This is an optimization exercise on Yosys and OpenROAD, whose aim is small area, a short achievable clock period and few clock cycles, not a production implementation. The RTL was checked by simulation tests, not by an equivalence proof against the original design. Power and IR drop assume default switching activity.

==> flow/design.v, too long to show whole: its modules and the start of the top module <==
// module lm32_adder: 43 lines
// module lm32_addsub: 21 lines
// module lm32_logic_op: 18 lines
// module lm32_shifter: 63 lines
// module lm32_multiplier: 55 lines
// module lm32_dp_ram: 28 lines
// module lm32_top_medium: 526 lines
// module lm32_pfx_add: 37 lines
// module lm32_mul_csa: 1672 lines
module lm32_top_medium (
    clk_i,
    rst_i,
    interrupt,
    I_DAT_I,
    I_ACK_I,
    I_ERR_I,
    I_RTY_I,
    D_DAT_I,
    D_ACK_I,
    D_ERR_I,
    D_RTY_I,
    I_DAT_O,
    I_ADR_O,
    I_CYC_O,
    I_SEL_O,
    I_STB_O,
    I_WE_O,
    I_CTI_O,
    I_LOCK_O,
    I_BTE_O,
    D_DAT_O,
    D_ADR_O,
    D_CYC_O,
    D_SEL_O,
    D_STB_O,
    D_WE_O,
    D_CTI_O,
    D_LOCK_O,
    D_BTE_O
    );
  // ...
==> flow/run.sh <==
#!/bin/bash
# synth_recipe.tcl (not shown) runs the flow's synth.tcl, then flattens the netlist and writes it again
# the make line also repeats each setting of config.mk as NAME=value (left out here)
make -C /OpenROAD-flow-scripts/flow DESIGN_CONFIG=/design/flow/config.mk WORK_HOME=/design/flow/orfs CLKGATE_MAP_FILE= SYNTH_SCRIPT=/design/flow/synth_recipe.tcl finish
==> flow/config.mk <==
export PLATFORM = sky130hd
export DESIGN_NAME = lm32_top_medium
export DESIGN_NICKNAME = lm32_top_medium
export VERILOG_FILES = /design/flow/design.v
export SDC_FILE = /design/flow/constraint.sdc
export NUM_CORES = 4
export LEC_CHECK = 0
export CAP_MARGIN = 20
export CELL_PAD_IN_SITES_DETAIL_PLACEMENT = 1
export CELL_PAD_IN_SITES_GLOBAL_PLACEMENT = 2
export CORE_MARGIN = 2
export CORE_UTILIZATION = 35
export SETUP_SLACK_MARGIN = 5
export SLEW_MARGIN = 20
==> flow/constraint.sdc <==
create_clock -name core_clock -period 10.0 [get_ports {clk_i}]
set_input_delay 2.0000 -clock core_clock [delete_from_list [all_inputs] [get_ports {clk_i}]]
set_output_delay 2.0000 -clock core_clock [all_outputs]
set_load 0.01 [all_outputs]
==> flow_summary_export.csv, run 1 <==
group,metric,value,unit
power,power_frac_clock,31.8,%
min_path,min_from,"ibuf_pc[10]",
timing,drv_slew,0,
timing,fin_ws,4.68,ns
outcome,status,"finished clean",
cells_and_area,multi_input_area,41700,um^2
synthesis,synth_edf_count,1261,
cells_and_area,final-nonclk-buf-share,6.54,%
synthesis,ys_types,98,
cts,cts_setup_buffers,99,
synthesis,synth_top_area_share,42.6,%
cts,hold_buffers,0,
cts,clkLatencyLatePin,0.89,ns
power,ir_drop,0.367,mV
grt,antenna_found_initial,28,
setup_path,critPathArrivalTime,5.86,ns
grt,grt_pass1_wl,676000,um
cts,cts_root_buf,"clkbuf_16",
cells_and_area,nets,8709,
detailed_routing,top_layer,"met5",
cells_and_area,multi_input_gates,5314,
cts,h-tree-depth,4,
synthesis,synth_area_leaders,"edfxtp_1 43%, a22oi_1 9.3%, dfxtp_1 8.1%",
synthesis,postSynthCellCount,7835,
cts,cts_buffers,190,
timing,rsz0062_at_grt,"yes",
Testbench counts, summed over its fixed seeds: cycles 149,204.
==> module lm32_top_medium, before the edit <==
module lm32_top_medium (
    clk_i,
    rst_i,
    interrupt,
    I_DAT_I,
    I_ACK_I,
    I_ERR_I,
    I_RTY_I,
    D_DAT_I,
    D_ACK_I,
    D_ERR_I,
    D_RTY_I,
    I_DAT_O,
    I_ADR_O,
    I_CYC_O,
    I_SEL_O,
    I_STB_O,
    I_WE_O,
    I_CTI_O,
    I_LOCK_O,
    I_BTE_O,
    D_DAT_O,
    D_ADR_O,
    D_CYC_O,
    D_SEL_O,
    D_STB_O,
    D_WE_O,
    D_CTI_O,
    D_LOCK_O,
    D_BTE_O
    );
parameter eba_reset = 32'h00000000;
parameter sdb_address = 32'h00000000;
input clk_i;
input rst_i;
input [31:0] interrupt;
input [31:0] I_DAT_I;
input I_ACK_I;
input I_ERR_I;
input I_RTY_I;
input [31:0] D_DAT_I;
input D_ACK_I;
input D_ERR_I;
input D_RTY_I;
output [31:0] I_DAT_O;
output [31:0] I_ADR_O;
output I_CYC_O;
output [3:0] I_SEL_O;
output I_STB_O;
output I_WE_O;
output [2:0] I_CTI_O;
output I_LOCK_O;
output [1:0] I_BTE_O;
output [31:0] D_DAT_O;
output [31:0] D_ADR_O;
output D_CYC_O;
output [3:0] D_SEL_O;
output D_STB_O;
output D_WE_O;
output [2:0] D_CTI_O;
output D_LOCK_O;
output [1:0] D_BTE_O;
reg        ireq;             
reg [31:2] iadr;             
reg        ikill;            
reg [31:2] fpc;              
reg        fvalid;           
reg        ibuf_v;           
reg [31:0] ibuf;
reg [31:0] ibuf_sa, ibuf_sb;   
reg [31:2] ibuf_pc;
reg        ex_v;             
reg        mem_v;            
reg        mul_v;            
reg [31:0] ir;
reg [31:2] pc_e;
reg [31:0] opa, opb;
reg        e_exc;            
reg        e_load, e_store, e_mul;
reg        ie, eie;
reg [31:0] im, ip;
reg [31:8] eba;
reg [3:0]  edly;
reg        dstb, dwe;
reg [31:0] dadr, ddat;
reg [3:0]  dsel;
reg [31:0] rf [0:31];
wire        iack   = ireq & I_ACK_I;
wire        arrive = iack & ~ikill;
wire [31:0] dinst  = ibuf;
wire [31:2] dpc    = ibuf_pc;
wire        davail = ibuf_v;
wire        mem_done  = dstb & D_ACK_I;
wire        ld_done   = mem_done & e_load;
wire [4:0]  e_widx = ir[31] ? ir[15:11] : ir[20:16];
wire        mul_dep   = mul_v & ((e_widx == ibuf[25:21]) | (e_widx == ibuf[20:16]));
wire        core_free = ~ex_v & ~mul_dep & (~mem_v | D_ACK_I);
wire        ea_store  = (dinst[31:26] == 6'h03) | (dinst[31:26] == 6'h0c) | (dinst[31:26] == 6'h16);
wire        ea_haz    = ld_done &
                        (((e_widx == dinst[25:21]) &
                          (ea_store | (dinst[31:26] == 6'h04) | (dinst[31:26] == 6'h07) |
                           (dinst[31:26] == 6'h0a) | (dinst[31:26] == 6'h0b) | (dinst[31:26] == 6'h10))) |
                         ((e_widx == dinst[20:16]) & ea_store));
wire        dec       = davail & core_free & ~ea_haz;
wire        irq       = ie & (|(ip & im));
wire        dec_irq   = dec & irq;
wire [5:0]  dop = dinst[31:26];
wire [4:0]  dra = dinst[25:21];
wire [4:0]  drb = dinst[20:16];
wire [1:0]  ladr = dadr[1:0];
reg  [31:0] ld_data;
always @(*)
begin
    casez ({ir[27:26], ladr})
    4'b00_11: ld_data = {{24{ir[28] & D_DAT_I[7]}},  D_DAT_I[7:0]};
    4'b00_10: ld_data = {{24{ir[28] & D_DAT_I[15]}}, D_DAT_I[15:8]};
    4'b00_01: ld_data = {{24{ir[28] & D_DAT_I[23]}}, D_DAT_I[23:16]};
    4'b00_00: ld_data = {{24{ir[28] & D_DAT_I[31]}}, D_DAT_I[31:24]};
    4'b11_1?: ld_data = {{16{ir[28] & D_DAT_I[15]}}, D_DAT_I[15:0]};
    4'b11_0?: ld_data = {{16{ir[28] & D_DAT_I[31]}}, D_DAT_I[31:16]};
    default:  ld_data = D_DAT_I;
    endcase
end
wire        byp_a  = ld_done & (e_widx == dra);
wire        byp_b  = ld_done & (e_widx == drb);
reg  [31:0] rf_ra, rf_rb;
integer q;
always @(*)
begin
    rf_ra = 32'd0;
    rf_rb = 32'd0;
    for (q = 0; q < 32; q = q + 1)
    begin
        rf_ra = rf_ra | ({32{ibuf_sa[q]}} & rf[q]);
        rf_rb = rf_rb | ({32{ibuf_sb[q]}} & rf[q]);
    end
end
wire [31:0] rfa    = byp_a ? ld_data : rf_ra;
wire [31:0] rfb    = byp_b ? ld_data : rf_rb;
wire d_zext = (dop[4:0] == 5'b01000) | (dop[4:0] == 5'b11100) | (dop[4:0] == 5'b11101)
            | (dop[4:0] == 5'b00001) | (dop[4:0] == 5'b01110) | (dop[4:0] == 5'b01001)
            | (dop[4:0] == 5'b00110);
wire d_hi   = (dop == 6'h18) | (dop == 6'h1e);
wire [31:0] dimm = d_hi ? {dinst[15:0], 16'h0000}
                        : {{16{~d_zext & dinst[15]}}, dinst[15:0]};
wire d_store  = (dop == 6'h03) | (dop == 6'h0c) | (dop == 6'h16);
wire d_condbr = (dop == 6'h11) | (dop == 6'h12) | (dop == 6'h13) | (dop == 6'h14)
              | (dop == 6'h15) | (dop == 6'h17);
wire d_load   = (dop == 6'h04) | (dop == 6'h07) | (dop == 6'h0a) | (dop == 6'h0b) | (dop == 6'h10);
wire d_useimm = ~dop[5] & ~d_store & ~d_condbr;
wire d_breg  = (dop == 6'h30) | (dop == 6'h36);
wire [31:0] d_opb = d_useimm ? dimm : rfb;
wire [32:0] d_bx  = {d_opb, 1'b0};
wire [15:0] d_bone, d_btwo, d_bneg;
genvar bk;
generate
for (bk = 0; bk < 16; bk = bk + 1)
begin : g_booth
    assign d_bone[bk] = d_bx[2*bk+1] ^ d_bx[2*bk];
    assign d_btwo[bk] = (d_bx[2*bk+2] & ~d_bx[2*bk+1] & ~d_bx[2*bk]) | (~d_bx[2*bk+2] & d_bx[2*bk+1] & d_bx[2*bk]);
    assign d_bneg[bk] = d_bx[2*bk+2];
end
endgenerate
wire d_rpc   = irq | ((dop == 6'h2b) & dinst[2]);
wire d_call  = (dop == 6'h36) | (dop == 6'h3e);
wire d_rcsr  = (dop == 6'h24);
wire d_sext  = (dop == 6'h2c) | (dop == 6'h37);
wire d_logic = (dop[4:0] == 5'b01000) | (dop == 6'h18) | (dop[4:0] == 5'b00001)
             | (dop[4:0] == 5'b01110) | (dop == 6'h1e) | (dop[4:0] == 5'b00110)
             | (dop[4:0] == 5'b01001);
wire d_cmp   = (dop[4:0] == 5'b11001) | (dop[4:0] == 5'b11010) | (dop[4:0] == 5'b11011)
             | (dop[4:0] == 5'b11100) | (dop[4:0] == 5'b11101) | (dop[4:0] == 5'b11111);
wire d_shift = (dop[4:0] == 5'b01111) | (dop[4:0] == 5'b00101) | (dop[4:0] == 5'b00000);
wire [31:0] d_base = rf_ra;
wire [31:0] d_ea;
lm32_pfx_add #(.N(32)) u_ea (.a(d_base), .b({{16{dinst[15]}}, dinst[15:0]}), .ci(1'b0), .s(d_ea), .co());
reg  [3:0]  d_bsel;
always @(*)
begin
    casez ({dop[1:0], d_ea[1:0]})
    4'b00_11: d_bsel = 4'b0001;
    4'b00_10: d_bsel = 4'b0010;
    4'b00_01: d_bsel = 4'b0100;
    4'b00_00: d_bsel = 4'b1000;
    4'b11_1?: d_bsel = 4'b0011;
    4'b11_0?: d_bsel = 4'b1100;
    default:  d_bsel = 4'b1111;
    endcase
end
wire d_redir  = dec & ~irq & d_breg;
wire [5:0]  aop     = I_DAT_I[31:26];
wire        a_jmp   = (aop == 6'h38) | (aop == 6'h3e);
wire        a_cond  = (aop == 6'h11) | (aop == 6'h12) | (aop == 6'h13) | (aop == 6'h14)
                    | (aop == 6'h15) | (aop == 6'h17);
wire        a_take  = a_cond & (I_DAT_I[15] | (aop == 6'h17));
wire        a_fall  = a_cond & ~a_take;
wire        a_stop  = (a_cond & ~a_take & ~a_fall) | (aop == 6'h30) | (aop == 6'h36) | (aop == 6'h2b);
wire [31:2] a_next;
wire [31:2] a_inc, a_t16, a_t26;
lm32_pfx_add #(.N(30)) u_ainc (.a(iadr), .b(30'd0), .ci(1'b1), .s(a_inc), .co());
lm32_pfx_add #(.N(30)) u_at16 (.a(iadr), .b({{14{I_DAT_I[15]}}, I_DAT_I[15:0]}), .ci(1'b0), .s(a_t16), .co());
lm32_pfx_add #(.N(30)) u_at26 (.a(iadr), .b({{4{I_DAT_I[25]}}, I_DAT_I[25:0]}), .ci(1'b0), .s(a_t26), .co());
assign a_next = a_jmp ? a_t26 : a_take ? a_t16 : a_inc;
wire [5:0]  op = ir[31:26];
reg         e_condbr, e_sub, p_take, p_fall;
wire [32:0] sum;
lm32_pfx_add #(.N(32)) u_sum (.a(opa), .b(e_sub ? ~opb : opb), .ci(e_sub), .s(sum[31:0]), .co(sum[32]));
wire        eq     = (opa == opb);
wire        ge_u;
lm32_pfx_add #(.N(32)) u_cmp (.a(opa), .b(~opb), .ci(1'b1), .s(), .co(ge_u));
wire        ge_s   = (opa[31] ^ opb[31]) ? ~opa[31] : ge_u;
reg         cond;
always @(*)
begin
    case (ir[28:26])
    3'b001:  cond = eq;
    3'b111:  cond = ~eq;
    3'b010:  cond = ge_s & ~eq;
    3'b011:  cond = ge_s;
    3'b100:  cond = ge_u;
    3'b101:  cond = ge_u & ~eq;
    default: cond = 1'b1;
    endcase
end
reg         sh_left, sh_arith;
reg         r_pc, r_call, r_csr, r_sext, r_logic, r_cmp, r_shift, r_add;
wire [31:0] sh_rev;
genvar k;
generate
for (k = 0; k < 32; k = k + 1)
begin : g_rev
    assign sh_rev[k] = opa[31-k];
end
endgenerate
wire [31:0] sh_x   = sh_left ? sh_rev : opa;
wire [63:0] sh_ext = {{32{sh_arith & opa[31]}}, sh_x};
wire [31:0] sh_y   = sh_ext >> opb[4:0];
wire [31:0] sh_out;
generate
for (k = 0; k < 32; k = k + 1)
begin : g_sho
    assign sh_out[k] = sh_left ? sh_y[31-k] : sh_y[k];
end
endgenerate
wire [31:0] lg;
generate
for (k = 0; k < 32; k = k + 1)
begin : g_lg
    assign lg[k] = op[{opb[k], opa[k]}];
end
endgenerate
wire [31:0] sext = ir[27] ? {{16{opa[15]}}, opa[15:0]} : {{24{opa[7]}}, opa[7:0]};
reg  [31:0] csr_rd;
always @(*)
begin
    case (ir[24:21])
    4'h0:    csr_rd = {29'd0, 1'b0, eie, ie};
    4'h1:    csr_rd = im;
    4'h2:    csr_rd = ip;
    4'h6:    csr_rd = {6'h02, 4'd0, 4'd0, 6'd32, 8'd0, 4'b1101};
    4'h7:    csr_rd = {eba, 8'h00};
    4'hb:    csr_rd = sdb_address;
    default: csr_rd = 32'd0;
    endcase
end
wire        o_logic = (op[4:0] == 5'b01000) | (op == 6'h18) | (op[4:0] == 5'b00001)
                    | (op[4:0] == 5'b01110) | (op == 6'h1e) | (op[4:0] == 5'b00110)
                    | (op[4:0] == 5'b01001);
wire        o_cmp   = (op[4:0] == 5'b11001) | (op[4:0] == 5'b11010) | (op[4:0] == 5'b11011)
                    | (op[4:0] == 5'b11100) | (op[4:0] == 5'b11101) | (op[4:0] == 5'b11111);
wire        o_shift = sh_left | sh_arith | (op[4:0] == 5'b00000);
wire        o_sext  = (op == 6'h2c) | (op == 6'h37);
wire        o_rcsr  = (op == 6'h24);
wire        o_wcsr  = (op == 6'h34);
wire        o_call  = (op == 6'h36) | (op == 6'h3e);
wire        o_raise = (op == 6'h2b);
wire        o_scall = o_raise & ir[2];
wire        o_bra   = (op == 6'h30) | (op == 6'h38) | e_condbr;
wire        o_eret  = (op == 6'h30) & (ir[25:21] == 5'd30);
wire [31:2] pc_inc, br_tgt;
lm32_pfx_add #(.N(30)) u_pinc (.a(pc_e), .b(30'd0), .ci(1'b1), .s(pc_inc), .co());
lm32_pfx_add #(.N(30)) u_btgt (.a(pc_e), .b({{14{ir[15]}}, ir[15:0]}), .ci(1'b0), .s(br_tgt), .co());
wire [31:0] ex_res = ({32{r_pc}}    & {pc_e, 2'b00})
                   | ({32{r_call}}  & {pc_inc, 2'b00})
                   | ({32{r_csr}}   & csr_rd)
                   | ({32{r_sext}}  & sext)
                   | ({32{r_logic}} & lg)
                   | ({32{r_cmp}}   & {31'd0, cond})
                   | ({32{r_shift}} & sh_out)
                   | ({32{r_add}}   & sum[31:0]);
reg  [31:0] ms, mc;
reg  [31:0] mopa;                  
reg  [15:0] mb_one, mb_two, mb_neg;
wire [31:0] mul_s, mul_c, mul_res;
lm32_mul_csa u_mul (.a(mopa), .bone(mb_one), .btwo(mb_two), .bneg(mb_neg), .s(mul_s), .c(mul_c));
lm32_pfx_add #(.N(32)) u_madd (.a(ms), .b(mc), .ci(1'b0), .s(mul_res), .co());
wire        ex_wen  = ex_v & (e_exc | o_scall |
                              ~(o_bra | o_raise | e_store | o_wcsr | e_load | e_mul));
wire        wen     = ex_wen | mul_v | ld_done;
wire [4:0]  widx    = (e_exc | o_scall) ? 5'd30 : o_call ? 5'd29 : e_widx;
wire [31:0] wdata   = ld_done ? ld_data : mul_v ? mul_res : ex_res;
always @(posedge clk_i)
    if (wen)
        rf[widx] <= wdata;
wire        exc     = ex_v & (e_exc | o_scall);
wire        br_red  = ex_v & ~e_exc & e_condbr &
                      ((~p_take & ~p_fall) | (p_take & ~cond) | (p_fall & cond));
wire        brk_red = ex_v & ~e_exc & o_raise & ~ir[2];
wire        ex_red  = exc | br_red | brk_red;
wire [31:2] ex_tgt  = exc ? {eba, e_exc ? 3'd6 : 3'd7, 3'b000}
                          : (e_condbr & cond) ? br_tgt : pc_inc;
assign D_STB_O  = dstb;
assign D_CYC_O  = dstb;
assign D_ADR_O  = dadr;
assign D_WE_O   = dwe;
assign D_SEL_O  = dsel;
assign D_DAT_O  = ddat;
assign D_CTI_O  = 3'b111;
assign D_LOCK_O = 1'b0;
assign D_BTE_O  = 2'b00;
assign I_STB_O  = ireq;
assign I_CYC_O  = ireq;
assign I_ADR_O  = {iadr, 2'b00};
assign I_DAT_O  = 32'd0;
assign I_SEL_O  = 4'b1111;
assign I_WE_O   = 1'b0;
assign I_CTI_O  = 3'b111;
assign I_LOCK_O = 1'b0;
assign I_BTE_O  = 2'b00;
wire ex_v_n  = dec;
wire mem_v_n = dstb & ~D_ACK_I;
wire mul_v_n = ex_v & e_mul;
reg        ireq_n, ikill_n, fvalid_n, ibuf_v_n;
reg [31:2] fpc_n;
reg [31:2] iadr_n;
reg        ibuf_ld;
wire        f_red   = ex_red | d_redir;
wire        f_busy  = ireq & ~I_ACK_I;
wire        f_drop  = arrive & ibuf_v & ~dec;
wire        f_room  = ~ibuf_v_n | (~ex_v_n & ~mul_v_n);
wire        f_pred  = arrive & ~f_drop & ~f_red & ~a_stop & f_room;
wire        s_red   = ~f_busy & f_red & f_room;
wire        s_pj    = f_pred & a_jmp;
wire        s_pt    = f_pred & ~a_jmp & a_take;
wire        s_pi    = f_pred & ~a_jmp & ~a_take;
wire        s_fpc   = ~f_busy & ~arrive & ~f_red & fvalid & f_room;
wire        s_keep  = ~(s_red | f_pred | s_fpc);
wire [31:2] red_tgt = ex_red ? ex_tgt : rfa[31:2];
always @(*)
begin
    ireq_n   = ireq;
    ikill_n  = ikill;
    fpc_n    = fpc;
    fvalid_n = fvalid;
    ibuf_ld  = 1'b0;
    ibuf_v_n = ibuf_v & ~dec;
    if (iack)
    begin
        ireq_n  = 1'b0;
        ikill_n = 1'b0;
    end
    if (arrive)
    begin
        if (ibuf_v & ~dec)
        begin
            fpc_n    = iadr;
            fvalid_n = 1'b1;
        end
        else
        begin
            fpc_n    = a_next;
            fvalid_n = ~a_stop;
            if (ibuf_v | ~dec)
            begin
                ibuf_ld  = 1'b1;
                ibuf_v_n = 1'b1;
            end
        end
    end
    if (ex_red | d_redir)
    begin
        fpc_n    = red_tgt;
        fvalid_n = 1'b1;
        ibuf_v_n = 1'b0;
        if (ireq & ~I_ACK_I)
            ikill_n = 1'b1;
    end
    if (~ireq_n & fvalid_n & (~ibuf_v_n | (~ex_v_n & ~mul_v_n)))
    begin
        ireq_n   = 1'b1;
        fvalid_n = 1'b0;
        ikill_n  = 1'b0;
    end
end
always @(*)
    iadr_n = ({30{s_red}} & red_tgt) | ({30{s_pj}} & a_t26) | ({30{s_pt}} & a_t16)
           | ({30{s_pi}} & a_inc) | ({30{s_fpc}} & fpc) | ({30{s_keep}} & iadr);
always @(posedge clk_i)
begin
    if (rst_i)
    begin
        ireq   <= 1'b0;
        ikill  <= 1'b0;
        iadr   <= 30'd0;
        fpc    <= 30'd0;
        fvalid <= 1'b1;
        ibuf_v <= 1'b0;
        ex_v   <= 1'b0;
        mem_v  <= 1'b0;
        mul_v  <= 1'b0;
        e_load <= 1'b0;
        e_store <= 1'b0;
        e_mul  <= 1'b0;
        e_exc  <= 1'b0;
        dstb   <= 1'b0;
        e_condbr <= 1'b0;
        e_sub  <= 1'b0;
        p_take <= 1'b0;
        p_fall <= 1'b0;
    end
    else
    begin
        ireq   <= ireq_n;
        ikill  <= ikill_n;
        iadr   <= iadr_n;
        fpc    <= fpc_n;
        fvalid <= fvalid_n;
        ibuf_v <= ibuf_v_n;
        ex_v   <= ex_v_n;
        mem_v  <= mem_v_n;
        mul_v  <= mul_v_n;
        if (dec & ~irq & (d_load | d_store))
            dstb <= 1'b1;
        else if (D_ACK_I)
            dstb <= 1'b0;
        if (dec)
        begin
            e_exc   <= irq;
            e_load  <= ~irq & d_load;
            e_store <= ~irq & d_store;
            e_mul   <= ~irq & (dop[4:0] == 5'b00010);
            e_condbr <= d_condbr;
            e_sub   <= (dop == 6'h32) | (dop[4:0] == 5'b11001) | (dop[4:0] == 5'b11010)
                     | (dop[4:0] == 5'b11011) | (dop[4:0] == 5'b11100) | (dop[4:0] == 5'b11101)
                     | (dop[4:0] == 5'b11111) | d_condbr;
            p_take  <= d_condbr & (dinst[15] | (dop == 6'h17));
            sh_left <= (dop[4:0] == 5'b01111);
            sh_arith <= (dop[4:0] == 5'b00101);
            r_pc    <= d_rpc;
            r_call  <= ~d_rpc & d_call;
            r_csr   <= ~d_rpc & ~d_call & d_rcsr;
            r_sext  <= ~d_rpc & ~d_call & ~d_rcsr & d_sext;
            r_logic <= ~d_rpc & ~d_call & ~d_rcsr & ~d_sext & d_logic;
            r_cmp   <= ~d_rpc & ~d_call & ~d_rcsr & ~d_sext & ~d_logic & d_cmp;
            r_shift <= ~d_rpc & ~d_call & ~d_rcsr & ~d_sext & ~d_logic & ~d_cmp & d_shift;
            r_add   <= ~d_rpc & ~d_call & ~d_rcsr & ~d_sext & ~d_logic & ~d_cmp & ~d_shift;
            p_fall  <= d_condbr & ~dinst[15] & (dop != 6'h17);
        end
    end
end
always @(posedge clk_i)
begin
    if (ibuf_ld)
    begin
        ibuf    <= I_DAT_I;
        ibuf_pc <= iadr;
        ibuf_sa <= 32'd1 << I_DAT_I[25:21];
        ibuf_sb <= 32'd1 << I_DAT_I[20:16];
    end
    if (dec)
    begin
        ir   <= dinst;
        dadr <= d_ea;
        dwe  <= d_store;
        dsel <= d_bsel;
        ddat <= (dop[1:0] == 2'b00) ? {4{rf_rb[7:0]}}
              : (dop[1:0] == 2'b11) ? {2{rf_rb[15:0]}} : rf_rb;
    end
    pc_e <= dpc;
    opa  <= rfa;
    opb  <= d_opb;
    mopa <= rfa;
    mb_one <= d_bone;
    mb_two <= d_btwo;
    mb_neg <= d_bneg;
    ms   <= mul_s;
    mc   <= mul_c;
end
always @(posedge clk_i)
begin
    if (rst_i)
    begin
        ie   <= 1'b0;
        eie  <= 1'b0;
        im   <= 32'd0;
        ip   <= 32'd0;
        eba  <= eba_reset[31:8];
        edly <= 4'd0;
    end
    else
    begin
        ip <= ip | interrupt;
        if (edly != 4'd0)
            edly <= edly - 4'd1;
        if (edly == 4'd1)
            ie <= eie;
        if (exc)
        begin
            eie <= ie;
            ie  <= 1'b0;
        end
        else if (ex_v & o_eret)
            edly <= 4'd11;
        else if (ex_v & o_wcsr)
        begin
            case (ir[24:21])
            4'h0: begin ie <= opb[0]; eie <= opb[1]; end
            4'h1: im <= opb;
            4'h2: ip <= (ip | interrupt) & ~opb;
            4'h7: eba <= opb[31:8];
            default: ;
            endcase
        end
    end
end
endmodule
==> run 2, diff against run 1 <==
--- a/flow/design.v
+++ b/flow/design.v
@@ -401,6 +401,10 @@
 wire d_shift = (dop[4:0] == 5'b01111) | (dop[4:0] == 5'b00101) | (dop[4:0] == 5'b00000);
 wire [31:0] d_base = rf_ra;
-wire [31:0] d_ea;
-lm32_pfx_add #(.N(32)) u_ea (.a(d_base), .b({{16{dinst[15]}}, dinst[15:0]}), .ci(1'b0), .s(d_ea), .co());
+wire [15:0] ea_lo, ea_inc, ea_dec;
+wire        ea_c;
+lm32_pfx_add #(.N(16)) u_eal (.a(d_base[15:0]), .b(dinst[15:0]), .ci(1'b0), .s(ea_lo), .co(ea_c));
+lm32_pfx_add #(.N(16)) u_eai (.a(d_base[31:16]), .b(16'h0000), .ci(1'b1), .s(ea_inc), .co());
+lm32_pfx_add #(.N(16)) u_ead (.a(d_base[31:16]), .b(16'hffff), .ci(1'b0), .s(ea_dec), .co());
+wire [31:0] d_ea = {(dinst[15] == ea_c) ? d_base[31:16] : ea_c ? ea_inc : ea_dec, ea_lo};
 reg  [3:0]  d_bsel;
 always @(*)
@@ -696,4 +700,11 @@
         ibuf_sb <= 32'd1 << I_DAT_I[20:16];
     end
+    if (dec & (dop[4:0] == 5'b00010))
+    begin
+        mopa   <= rfa;
+        mb_one <= d_bone;
+        mb_two <= d_btwo;
+        mb_neg <= d_bneg;
+    end
     if (dec)
     begin
@@ -708,8 +719,4 @@
     opa  <= rfa;
     opb  <= d_opb;
-    mopa <= rfa;
-    mb_one <= d_bone;
-    mb_two <= d_btwo;
-    mb_neg <= d_bneg;
     ms   <= mul_s;
     mc   <= mul_c;
==> run 2 against run 1 <==
  * Register-to-register slack improved by 0.26 ns
  * Final area rose by 1.4%
  * Fmax rose by 4.0%
  * Area after synthesis rose by 2.6%
  * Worst setup slack improved by 0.21 ns
  * Sequential share of layout area rose by 1.1 points
  * Global-route usage fell by 0.73 points
  * Clock skew fell by 0.034 ns
  * Via count rose by 1.6%
  * Worst hold slack got worse by 0.022 ns
  * Still clean
  * Critical endpoint is now iadr[15]
  * Die area rose by 2.5%
  * Cell count rose by 1.2%
==> flow_summary_export.csv, run 2 <==
group,metric,value,unit
outcome,status,"finished clean",
setup_path,crit_buf_inv,1,
detailed_routing,wire_per_inst,43.2,um
setup_path,critPathKind,"in2reg",
synthesis,synth_edf_count,1341,
min_path,min_to,"pc_e[2]",
detailed_routing,antenna_left,0,
timing,tightest_slew,1.36,ns
synthesis,yosysTopAreaCell,"edfxtp_1",
cells_and_area,fin_area,107000,um^2
timing,fmax,195,MHz
placed_design,dp_hpwl,329000,um
detailed_routing,first_pass_iters,10,
timing,slew_headroom,8.65,%
cells_and_area,largest_reg_flops,1024,
cells_and_area,nets,8797,
synthesis,synth_flop_cell,"edfxtp_1",
grt,track_usage,37.4,%
floorplanning,core,259000,um^2
power,power,18.2,mW
cells_and_area,area_growth,17.8,%
synthesis,synth_area_leaders,"edfxtp_1 44%, a22oi_1 8.9%, dfxtp_1 7.2%",
setup_path,r2r_start,"ir[27]",
cells_and_area,multi_input_area,42000,um^2
power,powerDensity,169,nW/um^2
setup_path,timing.rr.end,"rf[9][2]",
setup_path,critical_path.endpoint_type,"flip-flop",
floorplanning,die_y,514,um
min_path,worstHoldPathCells,0,
cts,cts.sinks,1668,
grt,met3_usage,8.59,%
placed_design,gp_routability_congestion,0.936,
cells_and_area,drive_gt1_share,13.3,%
setup_path,reg2reg_depth,10,
synthesis,synth_top_area_share,44.2,%
setup_path,crit_chain,"clkdlybuf4s50_1, mux2_2, a2bb2oi_1, o32ai_1, and2_1, or3_1, o21ai_0, a21oi_2, and2_1, o21ai_0, a31oi_1",
setup_path,cp_max_fo,8,
setup_path,critPathArrivalTime,5.88,ns
setup_path,ff2ff_setup_slack,4.94,ns
cells_and_area,fill_cells,27300,
detailed_routing,vias_per_cell,6.69,
cells_and_area,max_flop_register,"rf",
power,leakage,37.4,nW
setup_path,cp_top_family,"compound AO/OA/AOI/OAI gates",
grt,grt_max_degree,87,
min_path,hp-class,"reg2reg",
synthesis,synth.most_common_cell,"edfxtp_1",
timing,drv_slew,0,
min_path,min_from,"ibuf_pc[2]",
timing,tns,0,ns
setup_path,crit_slowest_cell,"a21oi_2",
floorplanning,rows,187,
floorplanning,die_area,265000,um^2
cells_and_area,ff_latch_area,46800,um^2
setup_path,required,10.77,ns
floorplanning,ios,258,
synthesis,postSynthCellCount,7955,
cts,h-tree-depth,4,
run,drv_cap,0,
synthesis,ys_seq_elements,1668,
synthesis,yosysWarnings,1,
timing,finalCriticalPeriod,5.12,ns
detailed_routing,drt-total-wl,511000,um
cells_and_area,layout_commonest_cell,"edfxtp_1",
timing,setup_violations,0,
placed_design,port_buffers,202,
timing,rsz0062_at_grt,"yes",
synthesis,ys_top_cells_by_count,"1,341 x edfxtp_1, 1,085 x a22oi_1, 485 x nand2_1, 432 x nor2_1, 430 x clkbuf_1",
timing,period_share,51.2,%
grt,grt_pass1_wl,680000,um
timing,clock_skew,0.0786,ns
power,ir_drop,0.204,mV
detailed_routing,via_count,79200,
synthesis,synth_seq_area_share,51.4,%
grt,first_global_vias,77300,
cts,clkLatencyLatePin,0.91,ns
grt,antenna_found_initial,30,
timing,hold_violations,0,
grt,use_met2,58.5,%
floorplanning,die_w,514,um
cts,cts_tree,"done",
grt,top_usage_layer,"met2",
synthesis,syn_area,91200,um^2
setup_path,critPathLaunchType,"primary input",
synthesis,avgSynthCellArea,11.5,um^2
floorplanning,start_util,35.2,%
grt,gr-total-overflow,0,
synthesis,ys_types,110,
synthesis,async_reset_ff_share,0,%
cts,clockBufferDepth,3,
cts,cts_buffers,188,
placed_design,post_dp_cell_area,98400,um^2
detailed_routing,dr.first_iter.drc_count,11800,
cts,cts_root_buf,"clkbuf_16",
cts,clkTransAtPathRegs,0.06,ns
grt,gr-usage-met1,47.1,%
cells_and_area,final_cell_mix,"1,341 x edfxtp_1, 1,074 x a22oi_1, 483 x nand2_1",
detailed_routing,route.detailed.drc,0,
setup_path,cp_slowest_stage_delay,1.02,ns
[run 2: cell count changes after synthesis, sizes merged, moves of 22 or more]
cell    delta
edfxtp    +80
a211oi    +22
clkbuf    -35
o21ai     +31
dfxtp     -31
xnor2    -108
xor2      +99
o211ai    +28
[run 2: stage by stage]
stage                     setup slack (ns)  hold WS (ns)  cells  utilization [%]
after global routing                  4.95         0.305  11800             41.4
after detailed placement              2.62         0.329  11300             37.9
after CTS                             4.98         0.295  11800             41.0
after floorplan                       3.57         0.323   8004                -
final                                 4.88         0.306  11800             41.4
after global placement                2.66         0.329  11300             37.9
[run 2: what timing repair did]
item,CTS,global route
gates resized for setup,114,119
gates cloned,10,5
hold buffers,0,0
buffers inserted,67,45
pin swaps,22,22
endpoints found under the setup margin,1371,505
[run 2: final cells by class]
cell class	count	area share, %
diodes	21	0.0490
clock inverters	125	1.52
repair buffers	665	5.88
multi-input cells	5392	39.1
well taps	3402	3.97
flip-flops and latches	1668	43.6
inverters	331	1.18
clock buffers	229	4.64
[run 2: worst max-delay path by stage]
stage / startpoint / endpoint / slack (ns) / cells past startpoint
2_1_floorplan: D_ACK_I / ibuf[0] / 3.57 / 10
3_3_place_gp: D_ACK_I / iadr[16] / 2.66 / 16
3_5_place_dp: D_ACK_I / iadr[21] / 2.62 / 16
4_1_cts: ibuf_sa[29] / dadr[29] / 4.98 / 17
5_1_grt: I_DAT_I[15] / fpc[31] / 4.95 / 14
6_report: D_DAT_I[15] / iadr[15] / 4.88 / 11
[run 2: power by group]
part	leakage, nW	switching [mW]	internal [mW]
combinational	19.7	1.97	0.813
clock	3.16	3.22	4.31
sequential	14.5	0.176	7.69
[run 2: kinds of logic after synthesis]
group / after synthesis / synth area share (%)
other cells: 2 / 0.00824
mux: 206 / 3.18
fa+ha+maj: 447 / 7.86
compound gates: 2502 / 19.7
simple gates: 1665 / 8.77
flops: 1668 / 51.4
buf+inv: 950 / 4.22
xor+xnor: 515 / 4.95
[run 2: layer usage]
metal	vias up	part of all wire, %
li1	31200	-
met1	41100	38
met2	5370	45
met3	1506	10
met4	14	7.2
met5	-	0.016
Testbench counts of run 2, summed over its fixed seeds: cycles 149,204.
==> run 3, diff against run 2 <==
--- a/flow/design.v
+++ b/flow/design.v
@@ -379,4 +379,7 @@
 wire d_breg  = (dop == 6'h30) | (dop == 6'h36);
 wire [31:0] d_opb = d_useimm ? dimm : rfb;
+wire d_sub = (dop == 6'h32) | (dop[4:0] == 5'b11001) | (dop[4:0] == 5'b11010)
+           | (dop[4:0] == 5'b11011) | (dop[4:0] == 5'b11100) | (dop[4:0] == 5'b11101)
+           | (dop[4:0] == 5'b11111) | d_condbr;
 wire [32:0] d_bx  = {d_opb, 1'b0};
 wire [15:0] d_bone, d_btwo, d_bneg;
@@ -437,9 +440,9 @@
 reg         e_condbr, e_sub, p_take, p_fall;
 wire [32:0] sum;
-lm32_pfx_add #(.N(32)) u_sum (.a(opa), .b(e_sub ? ~opb : opb), .ci(e_sub), .s(sum[31:0]), .co(sum[32]));
-wire        eq     = (opa == opb);
+lm32_pfx_add #(.N(32)) u_sum (.a(opa), .b(opb), .ci(e_sub), .s(sum[31:0]), .co(sum[32]));
+wire        eq     = &(opa ^ opb);
 wire        ge_u;
-lm32_pfx_add #(.N(32)) u_cmp (.a(opa), .b(~opb), .ci(1'b1), .s(), .co(ge_u));
-wire        ge_s   = (opa[31] ^ opb[31]) ? ~opa[31] : ge_u;
+lm32_pfx_add #(.N(32)) u_cmp (.a(opa), .b(opb), .ci(1'b1), .s(), .co(ge_u));
+wire        ge_s   = (opa[31] == opb[31]) ? ~opa[31] : ge_u;
 reg         cond;
 always @(*)
@@ -673,7 +676,5 @@
             e_mul   <= ~irq & (dop[4:0] == 5'b00010);
             e_condbr <= d_condbr;
-            e_sub   <= (dop == 6'h32) | (dop[4:0] == 5'b11001) | (dop[4:0] == 5'b11010)
-                     | (dop[4:0] == 5'b11011) | (dop[4:0] == 5'b11100) | (dop[4:0] == 5'b11101)
-                     | (dop[4:0] == 5'b11111) | d_condbr;
+            e_sub   <= d_sub;
             p_take  <= d_condbr & (dinst[15] | (dop == 6'h17));
             sh_left <= (dop[4:0] == 5'b01111);
@@ -718,5 +719,5 @@
     pc_e <= dpc;
     opa  <= rfa;
-    opb  <= d_opb;
+    opb  <= d_sub ? ~d_opb : d_opb;
     ms   <= mul_s;
     mc   <= mul_c;
==> run 3 against run 2 <==
  * Still clean on timing, DRC and antenna
  * Clock-buffer cell count increased by 13
  * Synthesized cell count down 1.2%
  * Non-clock buffer count rose by 1
  * Utilization hardly changed
  * Worst setup slack better by 0.051 ns
  * Combinational power about the same
  * Sequential cell count stayed put
==> flow_summary_export.csv, run 3 <==
group,metric,value,unit
detailed_routing,first_pass_iters,6,
synthesis,avgSynthCellArea,11.5,um^2
cts,hold_buffers,0,
cells_and_area,nets,8677,
cells_and_area,drive_gt1_share,13.1,%
detailed_routing,route.detailed.drc,0,
cts,clockBufferDepth,4,
synthesis,syn_area,90600,um^2
min_path,min_from,"ibuf_pc[10]",
cells_and_area,max_flop_register,"rf",
timing,clock_skew,0.115,ns
power,leakage,37.3,nW
grt,grt_pass1_wl,684000,um
floorplanning,start_util,35.2,%
timing,tightest_slew,1.25,ns
detailed_routing,wire_per_inst,44.1,um
setup_path,reg2reg_depth,18,
cts,clkTransAtPathRegs,0.06,ns
synthesis,ys_types,100,
setup_path,timing.rr.end,"dadr[31]",
cells_and_area,area_growth,17.7,%
setup_path,critPathArrivalTime,5.72,ns
synthesis,synth_edf_count,1341,
grt,first_global_vias,77100,
synthesis,ys_top_cells_by_count,"1,341 x edfxtp_1, 1,098 x a22oi_1, 486 x nor2_1, 449 x clkbuf_1, 440 x nand2_1",
synthesis,synth_seq_area_share,51.7,%
detailed_routing,drt-total-wl,516000,um
cts,h-tree-depth,4,
setup_path,critical_path.endpoint_type,"flip-flop",
timing,tns,0,ns
min_path,min_to,"pc_e[10]",
synthesis,synth_flop_cell,"edfxtp_1",
detailed_routing,dr.first_iter.drc_count,11400,
power,ir_drop,0.141,mV
floorplanning,die_area,263000,um^2
min_path,worstHoldPathCells,0,
cells_and_area,layout_commonest_cell,"edfxtp_1",
floorplanning,die_w,513,um
synthesis,yosysWarnings,1,
floorplanning,ios,258,
detailed_routing,vias_per_cell,6.71,
outcome,status,"finished clean",
cts,cts.sinks,1668,
floorplanning,core,257000,um^2
cells_and_area,largest_reg_flops,1024,
timing,finalCriticalPeriod,5.06,ns
timing,fmax,197,MHz
synthesis,ys_seq_elements,1668,
detailed_routing,antenna_left,0,
cells_and_area,final_cell_mix,"1,341 x edfxtp_1, 1,097 x a22oi_1, 445 x nor2_1",
synthesis,synth_area_leaders,"edfxtp_1 44%, a22oi_1 9.1%, dfxtp_1 7.2%",
floorplanning,die_y,513,um
placed_design,gp_routability_congestion,0.910,
cts,clkLatencyLatePin,0.94,ns
timing,rsz0062_at_grt,"yes",
placed_design,dp_hpwl,331000,um
run,drv_cap,0,
min_path,hp-class,"reg2reg",
detailed_routing,via_count,78500,
floorplanning,rows,186,
synthesis,yosysTopAreaCell,"edfxtp_1",
grt,antenna_found_initial,33,
setup_path,critPathLaunchType,"flip-flop",
power,powerDensity,172,nW/um^2
grt,grt_max_degree,96,
setup_path,ff2ff_setup_slack,4.94,ns
timing,setup_violations,0,
timing,drv_slew,0,
synthesis,async_reset_ff_share,0,%
cts,cts_root_buf,"clkbuf_16",
grt,track_usage,37.9,%
timing,slew_headroom,15.6,%
synthesis,synth_top_area_share,44.5,%
synthesis,synth.most_common_cell,"edfxtp_1",
placed_design,port_buffers,202,
synthesis,postSynthCellCount,7860,
setup_path,required,10.65,ns
setup_path,critPathKind,"reg2reg",
cells_and_area,fill_cells,27000,
cts,cts_tree,"done",
grt,gr-total-overflow,0,
setup_path,r2r_start,"ibuf_sa[20]",
power,power,18.3,mW
timing,hold_violations,0,
timing,period_share,50.6,%
setup_path,cp_max_fo,18,
cts,cts_buffers,199,
run 3: cell families after synthesis:
logic type	count (synthesis)	share of synthesized area (%)
AOI/OAI and AO/OA	2428	19.2
and+or+nand+nor	1675	8.91
DFF	1668	51.7
buffers and inverters	922	4.09
xor gates and xnor gates	504	4.87
adders and majority gates	414	7.47
muxes	247	3.77
other	2	0.00829
run 3: routing by layer:
metal	wire [um]	GRT usage, %	up-vias
li1	-	-	30900
met1	194000	47.3	40800
met2	228000	58.4	5299
met3	50500	8.44	1581
met4	42500	26.0	28
met5	177	0	-
run 3: worst max path at each step:
stage / start / endpoint / slack, ns / depth (start not counted)
after floorplan: ibuf_sa[24] / dadr[28] / 5.00 / 20
after global placement: D_ACK_I / iadr[3] / 2.87 / 18
after detailed placement: D_ACK_I / iadr[3] / 2.88 / 18
after CTS: ibuf_sa[24] / dadr[31] / 4.98 / 20
after global routing: ibuf_sa[24] / dadr[31] / 4.85 / 20
final: ibuf_sa[20] / dadr[31] / 4.94 / 18
run 3: worst max-delay path, cell delays in order (launching register included):
cell,delay [ns]
edfxtp_1,0.35
buf_4,0.27
a22oi_1,0.30
nand3_1,0.14
or4_4,0.53
ha_4,0.18
fa_2,0.38
a21o_1,0.19
a21o_1,0.22
a2111oi_4,0.33
or3_4,0.20
and3_4,0.22
nor3_4,0.05
or3_4,0.47
buf_6,0.17
or3_1,0.30
o21ai_1,0.08
nand2_1,0.08
xnor2_1,0.12
run 3: timing repair:
| action | in CTS | in global routing |
|---|---|---|
| resized for setup | 151 | 74 |
| cloned | 8 | 2 |
| pin swaps | 46 | 13 |
| buffers inserted | 101 | 39 |
| setup endpoints to repair | 1554 | 772 |
run 3: per-stage QoR:
step / hold slack, ns / area (um^2) / worst slack, ns / util (%) / instances
after floorplan: 0.323 / 90900 / 5.00 / - / 7909
after global placement: 0.326 / 97500 / 2.87 / 37.9 / 11200
after detailed placement: 0.329 / 97600 / 2.88 / 37.9 / 11200
after CTS: 0.303 / 106000 / 4.98 / 41.2 / 11700
after global routing: 0.322 / 107000 / 4.85 / 41.4 / 11700
final: 0.313 / 107000 / 4.94 / 41.4 / 11700
run 3: cell type report:
class	instances	area (um^2)	area share, %
inverters	302	1170	1.10
clock inverters	112	1300	1.22
diodes	9	22.5	0.0211
multi-input cells	5321	41300	38.8
clock buffers	242	5300	4.97
repair buffers	666	6380	5.99
repair inverters	1	16.3	0.0153
well taps	3384	4230	3.97
flip-flops and latches	1668	46800	43.9
run 3: where the power goes:
group | total (mW) | internal (mW) | switching [mW] | leakage, nW
combinational | 2.80 | 0.838 | 1.96 | 19.6
sequential | 7.96 | 7.71 | 0.245 | 14.5
clock | 7.59 | 4.45 | 3.14 | 3.21
total | 18.3 | 13.0 | 5.34 | 37.3
Testbench counts of run 3, summed over its fixed seeds: cycles 149,204.
==> run 4, diff against run 3 <==
--- a/flow/design.v
+++ b/flow/design.v
@@ -525,8 +525,8 @@
                    | ({32{r_add}}   & sum[31:0]);
 reg  [31:0] ms, mc;
-reg  [31:0] mopa;                  
+reg  [31:0] mopa_n;                  
 reg  [15:0] mb_one, mb_two, mb_neg;
 wire [31:0] mul_s, mul_c, mul_res;
-lm32_mul_csa u_mul (.a(mopa), .bone(mb_one), .btwo(mb_two), .bneg(mb_neg), .s(mul_s), .c(mul_c));
+lm32_mul_csa u_mul (.a(~mopa_n), .bone(mb_one), .btwo(mb_two), .bneg(mb_neg), .s(mul_s), .c(mul_c));
 lm32_pfx_add #(.N(32)) u_madd (.a(ms), .b(mc), .ci(1'b0), .s(mul_res), .co());
 wire        ex_wen  = ex_v & (e_exc | o_scall |
@@ -701,11 +701,4 @@
         ibuf_sb <= 32'd1 << I_DAT_I[20:16];
     end
-    if (dec & (dop[4:0] == 5'b00010))
-    begin
-        mopa   <= rfa;
-        mb_one <= d_bone;
-        mb_two <= d_btwo;
-        mb_neg <= d_bneg;
-    end
     if (dec)
     begin
@@ -720,4 +713,8 @@
     opa  <= rfa;
     opb  <= d_sub ? ~d_opb : d_opb;
+    mopa_n <= ~rfa;
+    mb_one <= d_bone;
+    mb_two <= d_btwo;
+    mb_neg <= d_bneg;
     ms   <= mul_s;
     mc   <= mul_c;
--- a/flow/config.mk
+++ b/flow/config.mk
@@ -11,4 +11,6 @@
 export CORE_MARGIN = 2
 export CORE_UTILIZATION = 35
+export CTS_BUF_LIST = sky130_fd_sc_hd__clkbuf_8
+export CTS_CLUSTER_SIZE = 20
 export SETUP_SLACK_MARGIN = 5
 export SLEW_MARGIN = 20
==> run 4 against run 3 <==
  * Combinational power grew to 3.4 times the previous value
  * Global-route usage increased by 1.1 points
  * First-iteration DRC count up 0.57%
  * Wire length is 2.3% higher
  * Sequential power grew 2.6%
  * Worst setup slack improved by 0.060 ns
  * Final area shrank 2.0%
  * Via count increased by 2.0%
  * Fmax up 1.2%
  * Sequential cell count is the same
  * Cell count up 2.0%
  * Sequential share of layout area grew 0.14 points
==> flow_summary_export.csv, run 4 <==
group,metric,value,unit
setup_path,critPathArrivalTime,5.76,ns
min_path,min_to,"pc_e[7]",
grt,track_usage,39.0,%
cts,clkLatencyLatePin,1.05,ns
floorplanning,rows,186,
setup_path,ff2ff_setup_slack,5.00,ns
cells_and_area,max_flop_register,"rf",
cells_and_area,drive_gt1_share,13.9,%
timing,fmax,200,MHz
grt,antenna_found_initial,39,
synthesis,yosysWarnings,1,
timing,slew_headroom,16.6,%
floorplanning,die_w,511,um
cells_and_area,nets,8813,
detailed_routing,antenna_left,0,
detailed_routing,met2_length,235000,um
grt,gr-total-overflow,0,
detailed_routing,via_count,80100,
synthesis,synth_top_area_share,42.0,%
setup_path,critPathLaunchType,"flip-flop",
timing,hold_violations,0,
power,leakage,36.6,nW
cells_and_area,largest_reg_flops,1024,
cells_and_area,utilization,40.7,%
detailed_routing,vias_per_cell,6.70,
timing,setup_violations,0,
cells_and_area,fin_area,104000,um^2
detailed_routing,top_layer,"met5",
setup_path,timing.rr.end,"rf[3][25]",
floorplanning,start_util,35.1,%
cells_and_area,area_growth,16.0,%
synthesis,synth_flop_cell,"edfxtp_1",
min_path,min_from,"ibuf_pc[7]",
placed_design,dp_hpwl,347000,um
power,powerDensity,233,nW/um^2
placed_design,port_buffers,202,
power,ir_drop,0.454,mV
min_path,worstHoldPathCells,0,
detailed_routing,met3WireLength,50600,um
setup_path,required,10.75,ns
cts,cts_root_buf,"clkbuf_8",
placed_design,post_dp_cell_area,97200,um^2
synthesis,syn_area,90100,um^2
cts,cts.sinks,1668,
setup_path,critical_path.endpoint_type,"flip-flop",
synthesis,ys_seq_elements,1668,
detailed_routing,met1Wirelength,197000,um
detailed_routing,wire_per_inst,44.2,um
grt,first_global_vias,79200,
cells_and_area,final_cell_mix,"1,261 x edfxtp_1, 847 x a22oi_1, 452 x inv_1",
setup_path,critPathKind,"reg2reg",
grt,grt_pass1_wl,700000,um
detailed_routing,first_pass_iters,7,
setup_path,reg2reg_depth,12,
cts,clkTransAtPathRegs,0.06,ns
timing,drv_slew,0,
run,drv_cap,0,
synthesis,synth_edf_count,1261,
power,power,24.3,mW
detailed_routing,drt-total-wl,528000,um
timing,period_share,50.0,%
cells_and_area,layout_commonest_cell,"edfxtp_1",
timing,tightest_slew,1.25,ns
cts,cts_tree,"done",
synthesis,synth.most_common_cell,"edfxtp_1",
setup_path,cp_max_fo,33,
detailed_routing,dr.first_iter.drc_count,11400,
setup_path,r2r_start,"sh_left",
floorplanning,core,256000,um^2
floorplanning,die_y,511,um
timing,finalCriticalPeriod,5.00,ns
timing,tns,0,ns
timing,clock_skew,0.138,ns
synthesis,ys_types,101,
synthesis,postSynthCellCount,7941,
cts,clockBufferDepth,4,
outcome,status,"finished clean",
cts,h-tree-depth,5,
synthesis,yosysTopAreaCell,"edfxtp_1",
floorplanning,ios,258,
synthesis,synth_area_leaders,"edfxtp_1 42%, dfxtp_1 9.0%, a22oi_1 7.1%",
synthesis,async_reset_ff_share,0,%
timing,rsz0062_at_grt,"yes",
synthesis,ys_top_cells_by_count,"1,261 x edfxtp_1, 848 x a22oi_1, 445 x clkbuf_1, 420 x nand2_1, 415 x nor2_1",
placed_design,gp_routability_congestion,0.968,
detailed_routing,route.detailed.drc,0,
cells_and_area,fill_cells,27300,
synthesis,synth_seq_area_share,51.1,%
cts,cts_buffers,314,
min_path,hp-class,"reg2reg",
floorplanning,die_area,262000,um^2
synthesis,avgSynthCellArea,11.3,um^2
grt,grt_max_degree,59,
run 4: changes by cell type in the layout (fill, tap and decap cells not counted), sizes merged, moves of 28 or more:
cell / delta
a22oi: -250
buf: -71
clkbuf: +90
clkinv: +34
dfxtp: +80
edfxtp: -80
inv: +167
nand2b: +28
nor2: -67
o22ai: +266
run 4: metal layers:
layer	global-route usage (%)	vias to the layer above
li1	-	31300
met1	48.0	41500
met2	60.8	5591
met3	8.42	1674
met4	27.3	14
met5	0	-
run 4: critical path: stages (launching register included):
cell and delay, ns:
edfxtp_1 0.33, buf_4 0.43, buf_6 0.39, mux4_2 0.62, mux2_2 0.28, mux2i_1 0.24
nor2_1 0.07, o31ai_1 0.32, mux2i_1 0.28, a221o_1 0.49, a31oi_1 0.74, a211oi_4 0.26
buf_8 0.25
run 4: worst max path at each step:
stage / startpoint / endpoint / slack (ns)
after CTS: D_ACK_I / rf[19][10] / 4.95
after floorplan: D_ACK_I / ibuf[0] / 3.71
final: sh_left / rf[3][25] / 5.00
after global placement: D_ACK_I / iadr[27] / 3.38
after global routing: I_DAT_I[0] / fpc[19] / 4.95
after detailed placement: I_DAT_I[30] / fpc[20] / 3.31
run 4: logic make-up (layout without fill, tap and decap cells):
group | Yosys count | count (layout) | synth area share, %
AOI/OAI and AO/OA | 2481 | 2483 | 19.4
DFF | 1668 | 1668 | 51.1
and+or+nand+nor | 1644 | 1647 | 8.93
buffers and inverters | 996 | 1535 | 4.44
xor gates and xnor gates | 489 | 489 | 4.75
adders and majority gates | 419 | 419 | 7.58
muxes | 242 | 242 | 3.82
other | 2 | 77 | 0.00833
run 4: repair_timing:
| action | in CTS | in global routing |
|---|---|---|
| resized for setup | 114 | 80 |
| endpoints found under the setup margin | 361 | 603 |
| buffers inserted | 31 | 20 |
| pin swaps | 15 | 21 |
| hold buffers | 0 | 0 |
| cloned | 4 | 2 |
run 4: cell type report:
type | instances | area (um^2) | area share [%]
sequential | 1668 | 46000 | 44.1
multi-input combinational | 5331 | 41300 | 39.5
timing repair buffer | 587 | 5330 | 5.10
clock buffer | 335 | 4610 | 4.41
tap | 3384 | 4230 | 4.05
inverter | 388 | 1510 | 1.44
clock inverter | 225 | 1430 | 1.37
antenna | 26 | 65.1 | 0.0623
run 4: through the flow:
| stage | setup slack, ns | hold slack [ns] | cells |
|---|---|---|---|
| after global routing | 4.95 | 0.346 | 11900 |
| after detailed placement | 3.31 | 0.329 | 11300 |
| after floorplan | 3.71 | 0.323 | 7990 |
| after CTS | 4.95 | 0.340 | 11900 |
| final | 5.00 | 0.336 | 11900 |
| after global placement | 3.38 | 0.324 | 11300 |
run 4: where the power goes:
| group | switching (mW) | internal (mW) | leakage (nW) |
|---|---|---|---|
| Sequential | 0.299 | 7.87 | 14.4 |
| Combinational | 5.99 | 3.42 | 18.8 |
| Clock | 3.22 | 3.52 | 3.42 |
Testbench counts of run 4, summed over its fixed seeds: cycles 149,204.
==> run 5, diff against run 4 <==
--- a/flow/config.mk
+++ b/flow/config.mk
@@ -11,6 +11,4 @@
 export CORE_MARGIN = 2
 export CORE_UTILIZATION = 35
-export CTS_BUF_LIST = sky130_fd_sc_hd__clkbuf_8
-export CTS_CLUSTER_SIZE = 20
 export SETUP_SLACK_MARGIN = 5
 export SLEW_MARGIN = 20
==> run 5 against run 4 <==
  * Sequential cell count is the same
  * Wire length decreased by 0.46%
  * Fmax grew 0.44%
  * Clock power is 8.5% higher
  * Critical path depth grew 4
  * Worst setup slack gained 0.022 ns
  * Synthesized cell count did not move
  * Clock-buffer cell count shrank 92
  * Combinational power is 0.5% lower
  * Final area up 0.48%
  * Largest cell class unchanged
  * Largest power group unchanged
==> flow_summary_export.csv, run 5 <==
group,metric,value,unit
outcome,status,"finished clean",
synthesis,synth_edf_count,1261,
timing,clock_skew,0.0918,ns
timing,rsz0062_at_grt,"yes",
synthesis,ys_top_cells_by_count,"1,261 x edfxtp_1, 848 x a22oi_1, 445 x clkbuf_1, 420 x nand2_1, 415 x nor2_1",
grt,grt_max_degree,59,
power,ir_drop,0.414,mV
timing,slew_headroom,17.3,%
cells_and_area,fin_area,105000,um^2
run,drv_cap,0,
floorplanning,die_w,511,um
synthesis,synth.most_common_cell,"edfxtp_1",
cts,cts_tree,"done",
grt,gr-total-overflow,0,
detailed_routing,route.detailed.drc,0,
synthesis,synth_area_leaders,"edfxtp_1 42%, dfxtp_1 9.0%, a22oi_1 7.1%",
timing,tightest_slew,1.24,ns
grt,gr-usage-met1,47.7,%
detailed_routing,via_count,79300,
floorplanning,die_y,511,um
grt,first_global_vias,78000,
floorplanning,core,256000,um^2
timing,drv_slew,0,
detailed_routing,antenna_left,0,
cts,hold_buffers,0,
setup_path,cp_max_fo,21,
min_path,worstHoldPathCells,0,
setup_path,critPathKind,"reg2reg",
grt,antenna_found_initial,39,
detailed_routing,vias_per_cell,6.75,
detailed_routing,first_pass_iters,10,
cells_and_area,area_growth,16.5,%
setup_path,critical_path.endpoint_type,"flip-flop",
setup_path,reg2reg_depth,16,
synthesis,avgSynthCellArea,11.3,um^2
floorplanning,start_util,35.1,%
synthesis,postSynthCellCount,7941,
synthesis,ys_seq_elements,1668,
cts,clkTransAtPathRegs,0.06,ns
power,power,24.8,mW
synthesis,syn_area,90100,um^2
floorplanning,ios,258,
cells_and_area,layout_commonest_cell,"edfxtp_1",
min_path,hp-class,"reg2reg",
floorplanning,rows,186,
synthesis,synth_flop_cell,"edfxtp_1",
synthesis,yosysTopAreaCell,"edfxtp_1",
synthesis,synth_seq_area_share,51.1,%
placed_design,gp_routability_congestion,0.968,
cts,h-tree-depth,4,
cts,clkLatencyLatePin,0.91,ns
grt,met3_usage,8.95,%
placed_design,dp_slack,3.31,ns
synthesis,synth_top_area_share,42.0,%
timing,period_share,49.8,%
setup_path,required,10.72,ns
setup_path,ff2ff_setup_slack,5.02,ns
setup_path,critPathArrivalTime,5.70,ns
cells_and_area,nets,8697,
synthesis,ys_types,101,
cts,cts_root_buf,"clkbuf_16",
power,powerDensity,237,nW/um^2
cells_and_area,drive_gt1_share,12.8,%
synthesis,yosysWarnings,1,
grt,use_met2,60.7,%
cts,cts.sinks,1668,
timing,fmax,201,MHz
cts,cts_buffers,190,
grt,track_usage,38.9,%
cells_and_area,largest_reg_flops,1024,
placed_design,dp_hpwl,347000,um
cells_and_area,final_cell_mix,"1,261 x edfxtp_1, 847 x a22oi_1, 416 x nand2_1",
timing,tns,0,ns
placed_design,post_dp_cell_area,97200,um^2
placed_design,port_buffers,202,
timing,setup_violations,0,
timing,hold_violations,0,
timing,finalCriticalPeriod,4.98,ns
grt,grt_pass1_wl,696000,um
cells_and_area,fill_cells,27100,
cts,clockBufferDepth,3,
detailed_routing,wire_per_inst,44.7,um
cells_and_area,max_flop_register,"rf",
synthesis,async_reset_ff_share,0,%
timing,fin_ws,5.02,ns
setup_path,critPathLaunchType,"flip-flop",
power,leakage,36.3,nW
floorplanning,die_area,262000,um^2
grt,top_usage_layer,"met2",
detailed_routing,dr.first_iter.drc_count,11200,
detailed_routing,drt-total-wl,525000,um
## run 5: cell counts after synthesis
No cell type changed its count.
## run 5: layout make-up
type	instances	area, um^2	area share, %
flip-flops and latches	1668	46000	43.9
multi-input cells	5330	41300	39.3
repair buffers	595	5410	5.15
clock buffers	243	5130	4.88
well taps	3384	4230	4.03
inverters	388	1500	1.43
clock inverters	105	1300	1.24
diodes	23	57.6	0.0548
repair inverters	1	5.00	0.00477
## run 5: what timing repair did
item	CTS	global route
setup endpoints to repair	426	523
setup buffers	36	21
resized for setup	114	100
pin swaps	21	17
gates cloned	5	3
## run 5: final timing paths
kind                    start  endpoint
setup / recovery  ibuf_sa[15]  dadr[25]
hold / removal     ibuf_pc[7]   pc_e[7]
setup reg to reg  ibuf_sa[15]  dadr[25]
hold reg to reg    ibuf_pc[7]   pc_e[7]
## run 5: kinds of logic (layout without fill, tap and decap cells)
logic type               Yosys count  after routing  synth area share (%)
AND/OR/NAND/NOR                 1644           1646                  8.93
multiplexers                     242            242                  3.82
adder cells (fa/ha/maj)          419            419                  7.58
XOR/XNOR                         489            489                  4.75
AO/OA/AOI/OAI                   2481           2483                  19.4
flip-flops                      1668           1668                  51.1
buffers and inverters            996           1332                  4.44
other                              2             74               0.00833
## run 5: through the flow
step / instances / hold WS [ns] / util, %
after floorplan: 7990 / 0.323 / -
after detailed placement: 11300 / 0.329 / 37.9
after global placement: 11300 / 0.324 / 37.9
final: 11700 / 0.339 / 40.9
after CTS: 11700 / 0.339 / 40.7
after global routing: 11700 / 0.346 / 40.9
## run 5: where the power goes
group / internal [mW] / switching [mW] / leakage, nW / total [mW]
clock network: 4.14 / 3.17 / 3.10 / 7.31
logic: 3.42 / 5.93 / 18.8 / 9.36
registers: 7.87 / 0.302 / 14.4 / 8.17
total: 15.4 / 9.40 / 36.3 / 24.8
## run 5: per-layer routing
metal / vias up / part of all wire, %
li1: 31000 / -
met1: 41200 / 37
met2: 5464 / 45
met3: 1584 / 9.9
met4: 24 / 8.3
met5: - / 0.028
## run 5: worst max-delay path: stages (launching register included)
cell and delay (ns):
edfxtp_1 0.36, buf_4 0.32, buf_4 0.37, a22oi_1 0.25
nand3_1 0.13, or4_4 0.68, ha_1 0.36, o21ai_1 0.12
a21boi_1 0.10, o311a_1 0.43, o311ai_2 0.27, buf_4 0.22
a31oi_4 0.17, buf_6 0.20, bufbuf_16 0.27, o22ai_1 0.19
xor2_1 0.27
==> run 6, diff against run 5 <==
--- a/flow/config.mk
+++ b/flow/config.mk
@@ -11,4 +11,7 @@
 export CORE_MARGIN = 2
 export CORE_UTILIZATION = 35
+export CTS_BUF_LIST = sky130_fd_sc_hd__clkbuf_16
+export CTS_CLUSTER_DIAMETER = 80
+export CTS_CLUSTER_SIZE = 20
 export SETUP_SLACK_MARGIN = 5
 export SLEW_MARGIN = 20
==> run 6 against run 5 <==
  * Still clean
  * Register-to-register slack hardly changed
  * Sequential power hardly changed
  * Combinational power is 0.6% higher
  * Utilization is 1.0 points lower
==> flow_summary_export.csv, run 6 <==
group,metric,value,unit
synthesis,async_reset_ff_share,0,%
placed_design,gp_routability_congestion,0.968,
setup_path,timing.rr.end,"dadr[20]",
setup_path,cp_max_fo,19,
run,drv_cap,0,
power,leakage,35.2,nW
setup_path,critical_path.endpoint_type,"flip-flop",
detailed_routing,antenna_left,0,
timing,tns,0,ns
synthesis,syn_area,90100,um^2
setup_path,critPathLaunchType,"flip-flop",
synthesis,yosysWarnings,1,
synthesis,synth.most_common_cell,"edfxtp_1",
synthesis,synth_flop_cell,"edfxtp_1",
cts,cts_tree,"done",
min_path,worstHoldPathCells,0,
synthesis,synth_seq_area_share,51.1,%
min_path,hp-class,"reg2reg",
placed_design,dp_hpwl,347000,um
timing,tightest_slew,1.24,ns
grt,grt_pass1_wl,693000,um
detailed_routing,wire_per_inst,45.1,um
cts,cts.sinks,1668,
power,ir_drop,0.419,mV
cts,clkLatencyLatePin,0.91,ns
cells_and_area,drive_gt1_share,11.9,%
timing,drv_slew,0,
timing,fin_ws,5.03,ns
synthesis,synth-xor-area-share,4.75,%
synthesis,postSynthCellCount,7941,
setup_path,r2r_start,"ibuf_sa[8]",
timing,clock_skew,0.119,ns
synthesis,ys_seq_elements,1668,
synthesis,synth_top_family_by_area,"compound AO/OA/AOI/OAI gates",
cts,h-tree-depth,3,
power,powerDensity,223,nW/um^2
grt,first_global_vias,77400,
detailed_routing,first_pass_iters,8,
cells_and_area,ff_latch_area,46000,um^2
setup_path,critPathArrivalTime,5.48,ns
setup_path,required,10.51,ns
setup_path,ff2ff_setup_slack,5.03,ns
cells_and_area,largest_reg_flops,1024,
synthesis,synth_area_leaders,"edfxtp_1 42%, dfxtp_1 9.0%, a22oi_1 7.1%",
synthesis,ys_top_cells_by_count,"1,261 x edfxtp_1, 848 x a22oi_1, 445 x clkbuf_1, 420 x nand2_1, 415 x nor2_1",
timing,fmax,201,MHz
cells_and_area,fill_cells,27200,
floorplanning,die_w,511,um
floorplanning,ios,258,
cts,clkTransAtPathRegs,0.09,ns
cells_and_area,area_growth,13.7,%
floorplanning,core,256000,um^2
synthesis,synth_adder_area_share,7.58,%
detailed_routing,via_count,78800,
setup_path,reg2reg_depth,19,
placed_design,dp_slack,3.31,ns
synthesis,avgSynthCellArea,11.3,um^2
detailed_routing,dr.first_iter.drc_count,11300,
timing,setup_violations,0,
grt,track_usage,38.7,%
cts,clockBufferDepth,3,
detailed_routing,route.detailed.drc,0,
cells_and_area,nets,8625,
setup_path,critPathKind,"reg2reg",
grt,grt_max_degree,59,
grt,gr-total-overflow,0,
detailed_routing,drt-total-wl,523000,um
min_path,min_to,"pc_e[6]",
cells_and_area,multi_input_area,41300,um^2
synthesis,yosysTopAreaCell,"edfxtp_1",
floorplanning,die_y,511,um
detailed_routing,vias_per_cell,6.80,
min_path,min_from,"ibuf_pc[6]",
cells_and_area,final_cell_mix,"1,261 x edfxtp_1, 847 x a22oi_1, 416 x nand2_1",
timing,period_share,49.7,%
floorplanning,start_util,35.1,%
synthesis,muxShareOfSynthArea,3.82,%
synthesis,yosys.area_share.simple,8.93,%
cts,cts_buffers,121,
timing,rsz0062_at_grt,"yes",
timing,slew_headroom,17.1,%
outcome,status,"finished clean",
cells_and_area,layout_commonest_cell,"edfxtp_1",
floorplanning,die_area,262000,um^2
synthesis,synth_edf_count,1261,
grt,antenna_found_initial,45,
timing,hold_violations,0,
timing,finalCriticalPeriod,4.97,ns
cts,cts_root_buf,"clkbuf_16",
synthesis,ys_types,101,
synthesis,synth_top_area_share,42.0,%
placed_design,port_buffers,202,
floorplanning,rows,186,
cells_and_area,max_flop_register,"rf",
synthesis,synth_compound_area_share,19.4,%
## run 6: power by group
group	leakage [nW]	internal, mW	switching [mW]	total, mW
combinational	18.8	3.44	5.98	9.42
clock	1.96	2.37	2.90	5.26
sequential	14.4	7.86	0.298	8.16
total	35.2	13.7	9.18	22.8
## run 6: worst max path at each step
stage / end / slack, ns / start
after floorplan: ibuf[0] / 3.71 / D_ACK_I
after global placement: iadr[27] / 3.38 / D_ACK_I
after detailed placement: fpc[20] / 3.31 / I_DAT_I[30]
after CTS: rf[13][1] / 4.92 / D_ACK_I
after global routing: rf[14][19] / 4.94 / ms[0]
final: dadr[20] / 5.03 / ibuf_sa[8]
## run 6: kinds of logic after synthesis
| logic type | Yosys count |
|---|---|
| compound gates | 2481 |
| xor+xnor | 489 |
| fa+ha+maj | 419 |
| buf+inv | 996 |
| flops | 1668 |
| mux | 242 |
| other cells | 2 |
| simple gates | 1644 |
## run 6: cell type report
cell class | instances | area share (%)
clock inverters | 81 | 0.842
flip-flops and latches | 1668 | 45.0
diodes | 21 | 0.0513
clock buffers | 123 | 3.00
multi-input cells | 5330 | 40.3
repair buffers | 592 | 5.24
repair inverters | 1 | 0.00489
well taps | 3384 | 4.13
inverters | 388 | 1.46
## run 6: critical path, cell delays in order, from the launching register on
cell and delay [ns]:
edfxtp_1 0.40, buf_6 0.24, buf_12 0.27, a22oi_1 0.21
nand4_1 0.15, or4_4 0.65, ha_1 0.22, inv_1 0.07
fa_2 0.20, nor2b_1 0.05, o21ai_1 0.16, a21boi_1 0.10
o311a_1 0.43, o311ai_2 0.27, buf_4 0.22, a31oi_4 0.17
buf_12 0.22, buf_4 0.15, a21oi_1 0.13, o21ai_0 0.17
## run 6: layer usage
metal,part of all wire (%),track usage (%),vias to the layer above
met5,0.042,0,-
met4,8.1,26.0,25
met3,9.4,7.92,1481
met2,45,60.8,5330
met1,38,48.0,41100
li1,-,-,30800
## run 6: metrics by stage
step | std cells | power (mW) | area, um^2 | util, % | hold slack [ns]
after detailed placement | 11300 | 17.5 | 97200 | 37.9 | 0.329
after floorplan | 7990 | 13.2 | 90300 | - | 0.323
final | 11600 | 22.8 | 102000 | 39.9 | 0.313
after CTS | 11500 | 22.7 | 102000 | 39.7 | 0.318
after global routing | 11600 | 23.7 | 102000 | 39.9 | 0.326
after global placement | 11300 | 17.4 | 97200 | 37.9 | 0.324
## run 6: timing repair
item	4_1_cts	5_1_grt
cloned	5	1
gates resized for setup	125	81
buffers inserted	35	21
endpoints found under the hold margin	0	0
hold buffers	0	0
pin swaps	20	16
setup endpoints to repair	374	510

==> re-timing with driven ports <==
How much do the figures lean on ideal ports? The routed layouts below were timed once more, with nothing changed but the port constraints.
Step 1 (the two cells are an assumption about what drives the block):
set clk [get_ports {clk_i}]
set_driving_cell -lib_cell sky130_fd_sc_hd__clkbuf_16 $clk
set_driving_cell -lib_cell sky130_fd_sc_hd__buf_2 [delete_from_list [all_inputs] $clk]
Step 2 times the ports against the registers' clock, not the clock port: input delays grow and output delays shrink by t, the midpoint of the rising clock arrivals with the driver on.
Slacks: no drivers / after step 1 / after step 2; pairs: no drivers / after step 1.
run	t (ns)	setup slack, ns	worst data-port slew with drivers (ns)
run 1	0.936	4.678 / 4.678 / 4.029	0.08
run 2	0.960	4.885 / 4.941 / 3.981	0.11
run 3	0.983	4.935 / 4.935 / 4.074	0.09
run 4	1.081	4.995 / 4.877 / 3.796	0.35
run 5	0.960	5.017 / 4.915 / 3.955	0.39
run 6	0.955	5.029 / 5.011 / 4.056	0.38
After both steps setup and hold are still met in every run listed. For run 4, which loses most, drivers alone change the setup slack by -0.118 ns; drivers and shift together by -1.199 ns.
